Background: an optimization exercise with open tools, aiming at small area. Do not read the settings as production practice.
The RTL was checked by simulation tests, not by an equivalence proof against the original design.
In this run the design's own scripts or RTL, not TritonCTS, make the clock network.
The clock port is modelled as an ideal driver, which makes a skipped or thinned clock tree look cheaper than it is; a real chip needs a root buffer or a tree.
No activity file was given, so power comes from the tool's default toggle rates.

===== flow/config.mk =====
export PLATFORM = sky130hd
export DESIGN_NAME = stopwatchuptoseconds
export DESIGN_NICKNAME = stopwatchuptoseconds
export VERILOG_FILES = /design/flow/design.v
export SDC_FILE = /design/flow/constraint.sdc
export NUM_CORES = 4
export LEC_CHECK = 0
export CAP_MARGIN = 20
export CORE_MARGIN = 2
export CORE_UTILIZATION = 40
export GPL_TIMING_DRIVEN = 0
export SLEW_MARGIN = 20

===== flow/constraint.sdc =====
create_clock -name core_clock -period 10.0 [get_ports {clk}]
set_input_delay 2.0000 -clock core_clock [delete_from_list [all_inputs] [get_ports {clk}]]
set_output_delay 2.0000 -clock core_clock [all_outputs]
set_load 0.01 [all_outputs]

===== flow/design.v =====
module stopwatchuptoseconds(
    input clk,
    input rst,
    input start,
    output reg [6:0] sseg_data,
    output reg dp,
    output reg [7:0] ssg_ctrl
);
reg [3:0] p;
wire tick = p[3] & p[0];
always @(posedge clk or posedge rst)
    if (rst) p <= 4'd0;
    else if (tick) p <= 4'd0;
    else if (start) p <= p + 4'd1;
reg [3:0] s0, m0, h0, h1;
reg [2:0] s1, m1;
wire e1 = tick & s0[3] & s0[0];
wire e2 = e1 & s1[2] & s1[0];
wire e3 = e2 & m0[3] & m0[0];
wire e4 = e3 & m1[2] & m1[0];
wire e5 = e4 & h0[3] & h0[0];
always @(posedge clk or posedge rst)
    if (rst) begin
        s0 <= 0; s1 <= 0; m0 <= 0; m1 <= 0; h0 <= 0; h1 <= 0;
    end else begin
        if (tick) s0 <= e1 ? 4'd0 : s0 + 4'd1;
        if (e1)   s1 <= e2 ? 3'd0 : s1 + 3'd1;
        if (e2)   m0 <= e3 ? 4'd0 : m0 + 4'd1;
        if (e3)   m1 <= e4 ? 3'd0 : m1 + 3'd1;
        if (e4)   h0 <= e5 ? 4'd0 : h0 + 4'd1;
        if (e5)   h1 <= (h1[3] & h1[0]) ? 4'd0 : h1 + 4'd1;
    end
reg [13:0] l;
reg [2:0] ph;
wire z = ~|l[12:0];
wire wrap = z & l[13];
always @(posedge clk or posedge rst)
    if (rst) begin
        l <= 14'd0;
        ph <= 3'd0;
    end else begin
        l <= {l[12:0], l[13] ^ l[4] ^ l[2] ^ l[0] ^ z};
        if (wrap) ph <= ph + 3'd1;
    end
wire [7:2] sn;
assign sn[2] = ~(ph == 3'd2);
assign sn[3] = ~(ph == 3'd3);
assign sn[4] = ~(ph == 3'd4);
assign sn[5] = ~(ph == 3'd5);
assign sn[6] = ~(ph == 3'd6);
assign sn[7] = ~(ph == 3'd7);
wire [3:0] d = ({4{sn[2]}} | s0) & ({4{sn[3]}} | {1'b0, s1}) &
               ({4{sn[4]}} | m0) & ({4{sn[5]}} | {1'b0, m1}) &
               ({4{sn[6]}} | h0) & ({4{sn[7]}} | h1);
localparam [15:0] SEG0 = 16'hfc12;
localparam [15:0] SEG1 = 16'h0060;
localparam [15:0] SEG2 = 16'h0004;
localparam [15:0] SEG3 = 16'h0092;
localparam [15:0] SEG4 = 16'hfeba;
localparam [15:0] SEG5 = 16'hc08e;
localparam [15:0] SEG6 = 16'hc083;
always @(*) begin
    sseg_data[0] = SEG0[d];
    sseg_data[1] = SEG1[d];
    sseg_data[2] = SEG2[d];
    sseg_data[3] = SEG3[d];
    sseg_data[4] = SEG4[d];
    sseg_data[5] = SEG5[d];
    sseg_data[6] = SEG6[d];
    ssg_ctrl = {sn, 2'b11};
    dp = ~(ph[2] & ~ph[0]);
end
endmodule

===== flow/flow/run.sh =====
#!/bin/bash
# Own layout flow: the standard ORFS flow, with
#  - the combinational logic mapped by several area-oriented ABC scripts
#    (flow/abc*.script), keeping the smallest result (flow/abc_best.tcl);
#    registers are left as the standard synthesis makes them,
#  - minimum-size port buffers,
#  - one clock buffer per register group, inserted before placement
#    (flow/clk_pre.tcl) and sized after it, in place of TritonCTS (flow/clk_hook.tcl).
set -euo pipefail
W=$PWD
export MY_FLOW_DIR="$W/flow"
sed "s#log_cmd abc {\*}\$abc_args#source $W/flow/abc_best.tcl#" \
    "$FLOW_HOME/scripts/synth.tcl" > "$W/my_synth.tcl"
grep -q "flow/abc_best.tcl" "$W/my_synth.tcl"
sed "s#\$::env(SCRIPTS_DIR)/synth.tcl#$W/my_synth.tcl#" synth_recipe.tcl > "$W/my_synth_recipe.tcl"
grep -q "my_synth.tcl" "$W/my_synth_recipe.tcl"
export BUFFER_PORTS_ARGS="-buffer_cell sky130_fd_sc_hd__buf_1"
export REMOVE_ABC_BUFFERS=1
# one tie cell for both constant outputs
export SKIP_REPAIR_TIE_FANOUT=1
export PRE_CTS_TCL="$W/flow/clk_hook.tcl"
export PRE_GLOBAL_PLACE_SKIP_IO_TCL="$W/flow/clk_pre.tcl"
export MY_CLK_GROUPS="l|ph=sky130_fd_sc_hd__buf_4 p|s0|s1=sky130_fd_sc_hd__buf_4 m0|m1|h0|h1=sky130_fd_sc_hd__buf_4"
export MY_CLK_CELLS="sky130_fd_sc_hd__buf_4 sky130_fd_sc_hd__buf_6 sky130_fd_sc_hd__buf_8 sky130_fd_sc_hd__buf_12"
export MY_CLK_MAX_SLEW=0.118
bash standard.sh SYNTH_SCRIPT="$W/my_synth_recipe.tcl" ADDER_MAP_FILE= > "$W/standard.log" 2>&1

===== flow/flow/abc1.script =====
strash
&get -n
&deepsyn -T 20
&put
&get -n
&dch -f
&nf -R 1000
&put


===== flow/flow/abc2.script =====
strash
&get -n
&deepsyn -T 20
&put
&get -n
&dch -f
&nf -R 1000 -p
&put
&get -n
&dch -f
&nf -R 1000 -p
&put


===== flow/flow/abc3.script =====
strash
&get -n
&deepsyn -T 20
&put
&get -n
&dch -f
&nf -R 1000
&put
&get -n
&dch -f
&nf -R 1000
&put
&get -n
&dch -f
&nf -R 1000
&put
&get -n
&dch -f
&nf -R 1000
&put


===== flow/flow/abc4.script =====
strash
&get -n
&deepsyn -T 20
&put
&get -n
&dch -f
&nf -R 1000
&put
&get -n
&dch -f
&nf -R 1000
&put


===== flow/flow/abc5_s1.script =====
strash
&get -n
&deepsyn -T 10 -S 1
&put
&get -n
&dch -f
&nf -R 1000
&put
&get -n
&dch -f
&nf -R 1000
&put


===== flow/flow/abc5_s2.script =====
strash
&get -n
&deepsyn -T 10 -S 2
&put
&get -n
&dch -f
&nf -R 1000
&put
&get -n
&dch -f
&nf -R 1000
&put


===== flow/flow/abc5_s3.script =====
strash
&get -n
&deepsyn -T 10 -S 3
&put
&get -n
&dch -f
&nf -R 1000
&put
&get -n
&dch -f
&nf -R 1000
&put


===== flow/flow/abc6_mfs.script =====
strash
&get -n
&deepsyn -T 20
&if -K 6 -a
&mfs
&st
&put
&get -n
&dch -f
&nf -R 1000
&put
&get -n
&dch -f
&nf -R 1000
&put
&get -n
&dch -f
&nf -R 1000
&put
&get -n
&dch -f
&nf -R 1000
&put


===== flow/flow/abc7.script =====
strash
&get -n
&deepsyn -T 20
&put
&get -n
&dch -f
&nf -R 1000
&put
&get -n
&dch -f
&nf -R 1000
&put
&get -n
&dch -f
&nf -R 1000
&put
&get -n
&dch -f
&nf -R 1000
&put
&get -n
&dch -f
&nf -R 1000
&put
&get -n
&dch -f
&nf -R 1000
&put


===== flow/flow/abc_best.tcl =====
# Runs ABC once per flow/abc*.script on the same pre-ABC design and keeps the
# result with the smallest cell area (registers are not touched by ABC).
design -save pre_abc
set best_area 1e18
set best_script ""
foreach script [lsort [glob $::env(MY_FLOW_DIR)/abc*.script]] {
  design -load pre_abc
  log_cmd abc {*}[lreplace $abc_args 1 1 $script]
  tee -q -o $::env(OBJECTS_DIR)/abc_try.txt stat {*}$lib_args
  set fh [open $::env(OBJECTS_DIR)/abc_try.txt r]
  set txt [read $fh]
  close $fh
  if { ![regexp {Chip area for module [^:]*: ([0-9.]+)} $txt -> area] } {
    error "no area reported for $script"
  }
  puts "ABC script $script: area $area"
  if { $area < $best_area } {
    set best_area $area
    set best_script $script
    design -save best_abc
  }
}
puts "ABC best script $best_script: area $best_area"
design -load best_abc

===== flow/flow/clk_hook.tcl =====
# The clock buffers were inserted before placement (flow/clk_pre.tcl), so
# TritonCTS is replaced by marking the clock as propagated and sizing each
# clock buffer: the first cell of MY_CLK_CELLS whose estimated worst
# clock-pin slew on its net is at most MY_CLK_MAX_SLEW (ns).
rename clock_tree_synthesis orfs_clock_tree_synthesis
proc my_net_worst_slew { net } {
  set worst 0
  foreach p [get_pins -of_objects $net] {
    if { [get_property $p direction] == "input" } {
      set s [get_property $p slew_max]
      if { $s > $worst } { set worst $s }
    }
  }
  return $worst
}
proc clock_tree_synthesis { args } {
  set_propagated_clock [all_clocks]
  foreach inst [[ord::get_db_block] getInsts] {
    set name [$inst getName]
    if { ![string match "clkbuf_grp_*" $name] } { continue }
    set net [[$inst findITerm X] getNet]
    foreach cell $::env(MY_CLK_CELLS) {
      replace_cell [get_cells $name] $cell
      estimate_parasitics -placement
      set worst [my_net_worst_slew [get_nets [$net getName]]]
      puts "clock buffer $name $cell: estimated worst clock-pin slew $worst"
      if { $worst <= $::env(MY_CLK_MAX_SLEW) } { break }
    }
  }
}

===== flow/flow/clk_pre.tcl =====
# Clock buffering before global placement: the clock port drives one buffer per
# register group (MY_CLK_GROUPS: "regexp=cell ..."; instance names matched),
# so placement keeps each group's registers close to its buffer.
proc my_clock_buffers { } {
  set g 0
  set done {}
  foreach spec $::env(MY_CLK_GROUPS) {
    lassign [split $spec "="] pattern cell
    set pins {}
    foreach p [get_pins -of_objects [get_nets clk]] {
      set it [sta::sta_to_db_pin $p]
      if { $it eq "NULL" } { continue }
      set name [[$it getInst] getName]
      if { [regexp "^($pattern)\\\\?\\\[" $name] && [lsearch -exact $done $name] < 0 } {
        lappend pins $p
        lappend done $name
      }
    }
    puts "clock buffer $g: $cell driving [llength $pins] sinks ($pattern)"
    insert_buffer -buffer_cell $cell -net clk -load_pins $pins \
      -buffer_name clkbuf_grp_$g -net_name clknet_grp_$g
    incr g
  }
  set left [llength [get_pins -of_objects [get_nets clk]]]
  puts "clock port net now has $left pins"
  if { $left > $g } { error "registers left on the clock port net" }
  foreach net [[ord::get_db_block] getNets] {
    if { [string match "clk*" [$net getName]] } { $net setSigType CLOCK }
  }
}
my_clock_buffers

===== flow/standard.sh =====
#!/bin/bash
# synth_recipe.tcl (not shown) runs the flow's synth.tcl, then flattens the netlist and writes it again
# the make line also repeats each setting of config.mk as NAME=value (left out here)
make -C /OpenROAD-flow-scripts/flow DESIGN_CONFIG=/design/flow/config.mk WORK_HOME=/design/flow/orfs CLKGATE_MAP_FILE= SYNTH_SCRIPT=/design/flow/synth_recipe.tcl "${@:-finish}"

==> flow_summary.ini <==
[worst_setup_path]
critPathCaptureType = primary output
path_cells = nor2b_1, nand2b_1, o22ai_1, nor2_1, o221ai_1, a21oi_1, xnor2_1, nand2_1, nand2_1, and3_1, buf_1
crit_fanout = 8
slowest_stage = dfrtp_1
cpPeakStageDelay_ps = 490
required_ps = 8000
start_kind = flip-flop
crit_arrival_ps = 2480
crit_path_frequent_cell = nand2_1
worstSetupPathType = flip-flop to primary output

[floorplan]
ioPinCount = 19
start_util_pct = 40.88
die_h_um = 70.25
coreArea_um2 = 4294
die_w_um = 70.25
die_area_um2 = 4934
fp-row-count = 24

[grt]
grt_max_degree = 44
grt_pass1_wl_mm = 5.940
track_usage_pct = 14.19
grt_pass1_vias = 1271
grt.overflow.total = 0
antenna_found_initial = 0

[flow_run]
maxCapViolations = 0

[layout]
fin_util_pct = 44.17
final_nets = 192
area_delta_synth_final_pct = 8.054
fin_cells = 239
fin_area_um2 = 1897
antenna_cells = 0
num-fill-cells = 394
layout-drive-gt1-share_pct = 2.139

[pwr]
p_sw_mw = 0.08219
p_per_area_nw_per_um2 = 163.5
ir_drop_mv = 0.06585
clkPwrFrac_pct = 20.3
p_seq_share_pct = 68.7
p_leak_nw = 0.8424
p_comb_share_pct = 11.0
internal_power_mw = 0.2279
switching_share_pct = 26.51

[clock_network]
clk_pin_slew_ps = 100
post-cts-setup-buffers = 0
post_cts_resized = 0
hold_buffers = 0
worstSkewPairLatency_ps = 140

[timing]
finalHoldViolCount = 0
report.final.slew_viol_count = 0
fmax_mhz = 223.3
fin_tns_setup_ps = 0
worst_slew_pin_slew_ps = 726.4
period_share_pct = 44.79
fin_skew_ps = 13.89
relSlewSlack_pct = 51.52
setup_viol = 0
rsz0062_at_grt = false
post-route-min-period_ps = 4479
hold_ws_ps = 391.6

[synth]
synth_top_cell_by_area = dfrtp_1
yosysWarningCount = 1
syn_area_um2 = 1755
avgSynthCellArea_um2 = 10.33
synth_cell_types = 26
synth_top_family_by_area = simple AND/OR/NAND/NOR gates
ys_ff_latch = 43
synth_mux_area_share_pct = 0
synth-xor-area-share_pct = 3.493
ys_seq_area_share_pct = 61.30
synthAdderAreaFrac_pct = 0
synth_top_cell_area_share_pct = 61.30
synth_cells = 170
synthTopCellsByArea = dfrtp_1, a21oi_1, nor2_1
yosys.area_share.simple_pct = 19.03
synth-compound-area-share_pct = 14.04

[detailed_routing]
wl_per_cell_um = 14.18
totalWireLength_mm = 3.390
final_antenna_net_count = 0
first_pass_iters = 4
drc = 0
vias = 1277
drt-vias-per-instance = 5.343
drtIter0Drc = 97

[placement]
place_inst = 239
postPlaceCellArea_um2 = 1889
dp_hpwl_mm = 2.673
gp_congestion = 0.9942
portBuffers = 16

[hold_path]
hp-class = flip-flop to flip-flop

[outcome]
status = finished clean
-- registers in the layout, indices dropped and copies added, names as in the netlist --
signal / cells
m1: 3
ph: 3
s0: 4
p: 4
s1: 3
h0: 4
m0: 4
h1: 4
l: 14
-- cells in the mapped netlist (all sizes together) --
library cell	number
nand4	1
a31oi	1
o21ai	4
o221ai	2
nor4	3
nor3	6
a211oi	3
and3	10
conb	1
dfrtp	43
a21oi	24
a22o	1
nor2b	2
nand3	4
o21a	1
or3	1
buf	2
nor2	24
o22ai	7
clkinv	5
and2	3
xor2	2
nand2	11
xnor2	5
nand3b	2
nand2b	2
-- per-stage QoR --
stage                     power, mW  worst slack, ps
after detailed placement     0.2925             5711
final                        0.3101             5521
after global routing         0.3291             5233
after CTS                    0.3132             5537
after floorplan              0.2367             5980
after global placement       0.2875             5758
-- placed cells by master, fill, tap and decap left out --
master	instances
dfrtp_1	43
a21oi_1	24
nor2_1	24
buf_1	16
nand2_1	11
and3_1	10
o22ai_1	7
nor3_1	6
xnor2_1	5
clkinv_1	4
o21ai_0	4
nand3_1	4
and2_0	3
a211oi_1	3
nor4_1	3
xor2_1	2
nor2b_1	2
nand2b_1	2
nand3b_1	2
o221ai_1	2
buf_6	2
clkinv_2	1
o21a_1	1
or3_1	1
nand4_1	1
a31oi_1	1
a22o_1	1
conb_1	1
buf_4	1
-- path summary, 6_finish.rpt --
kind | start | endpoint | slack (ps) | cells past startpoint
worst min register to register | l[9] | l[10] | 390 | 0
max in group asynchronous | rst | ph[1] | 7630 | 2
min in group asynchronous | rst | p[1] | 1930 | 2
worst min-delay path | l[9] | l[10] | 390 | 0
worst max-delay path | ph[2] | sseg_data[1] | 5520 | 11
worst max register to register | p[0] | h1[2] | 7080 | 10
-- critical path, delay by kind of cell (launching register included) --
kind,cells,cell delay (ps)
XOR/XNOR,1,280
buffers and inverters,1,150
flip-flops,1,490
AO/OA/AOI/OAI,3,460
AND/OR/NAND/NOR,6,990
-- layer usage --
layer  share of wire (%)  vias up  track usage, %
li1                    -      633               -
met5                   0        -               0
met4                   0        0          0.8547
met1                  49      638           20.93
met3                0.41        0          0.1443
met2                  50        6           24.84
-- power by group through the flow --
stage	combinational (mW)	sequential (mW)	clock (mW)
floorplan	0.0272	0.209	0
global placement	0.0303	0.215	0.0418
detailed placement	0.0345	0.216	0.0418
CTS	0.0348	0.213	0.0657
global route	0.0400	0.216	0.0728
finish	0.0341	0.213	0.0628
-- logic make-up after synthesis --
family	count (synthesis)
and+or+nand+nor	69
AOI/OAI and AO/OA	43
DFF	43
xor gates and xnor gates	7
buffers and inverters	7
other	1
-- area by class of cell, without the clock buffers --
class                           count  area [um2]  area share (%)
Inverter                            5       20.02           1.055
Multi-Input combinational cell    120       645.6           34.04
Sequential cell                    43        1076           56.73
Tap cell                           52       65.06           3.430
Timing Repair Buffer               16       60.06           3.166

==> re-timing with driven ports <==
The results above use ideal ports. As a check the final layout listed here was re-extracted and re-timed, cells and wires unchanged. Step 1: set_driving_cell puts a clkbuf_16 on clk and a buf_2 on each other input, an assumption about the parent block. Step 2 also shifts input and output timing later by t, the mid clock arrival at the registers, as if the neighbouring blocks saw the same clock. Three values: ideal ports, drivers, drivers and shift; two values: the first two.
t, ns: 0.166
slack for setup (ns): 5.521 / 5.489 / 5.655
hold slack, ns: 0.392 / 0.392 / 0.392
worst setup path at the end: register to output
worst data-port slew with drivers (ns): 0.03
After both steps setup and hold are still met in this run. The setup slack of this run moves by -0.032 ns with the drivers and by +0.134 ns with both steps.
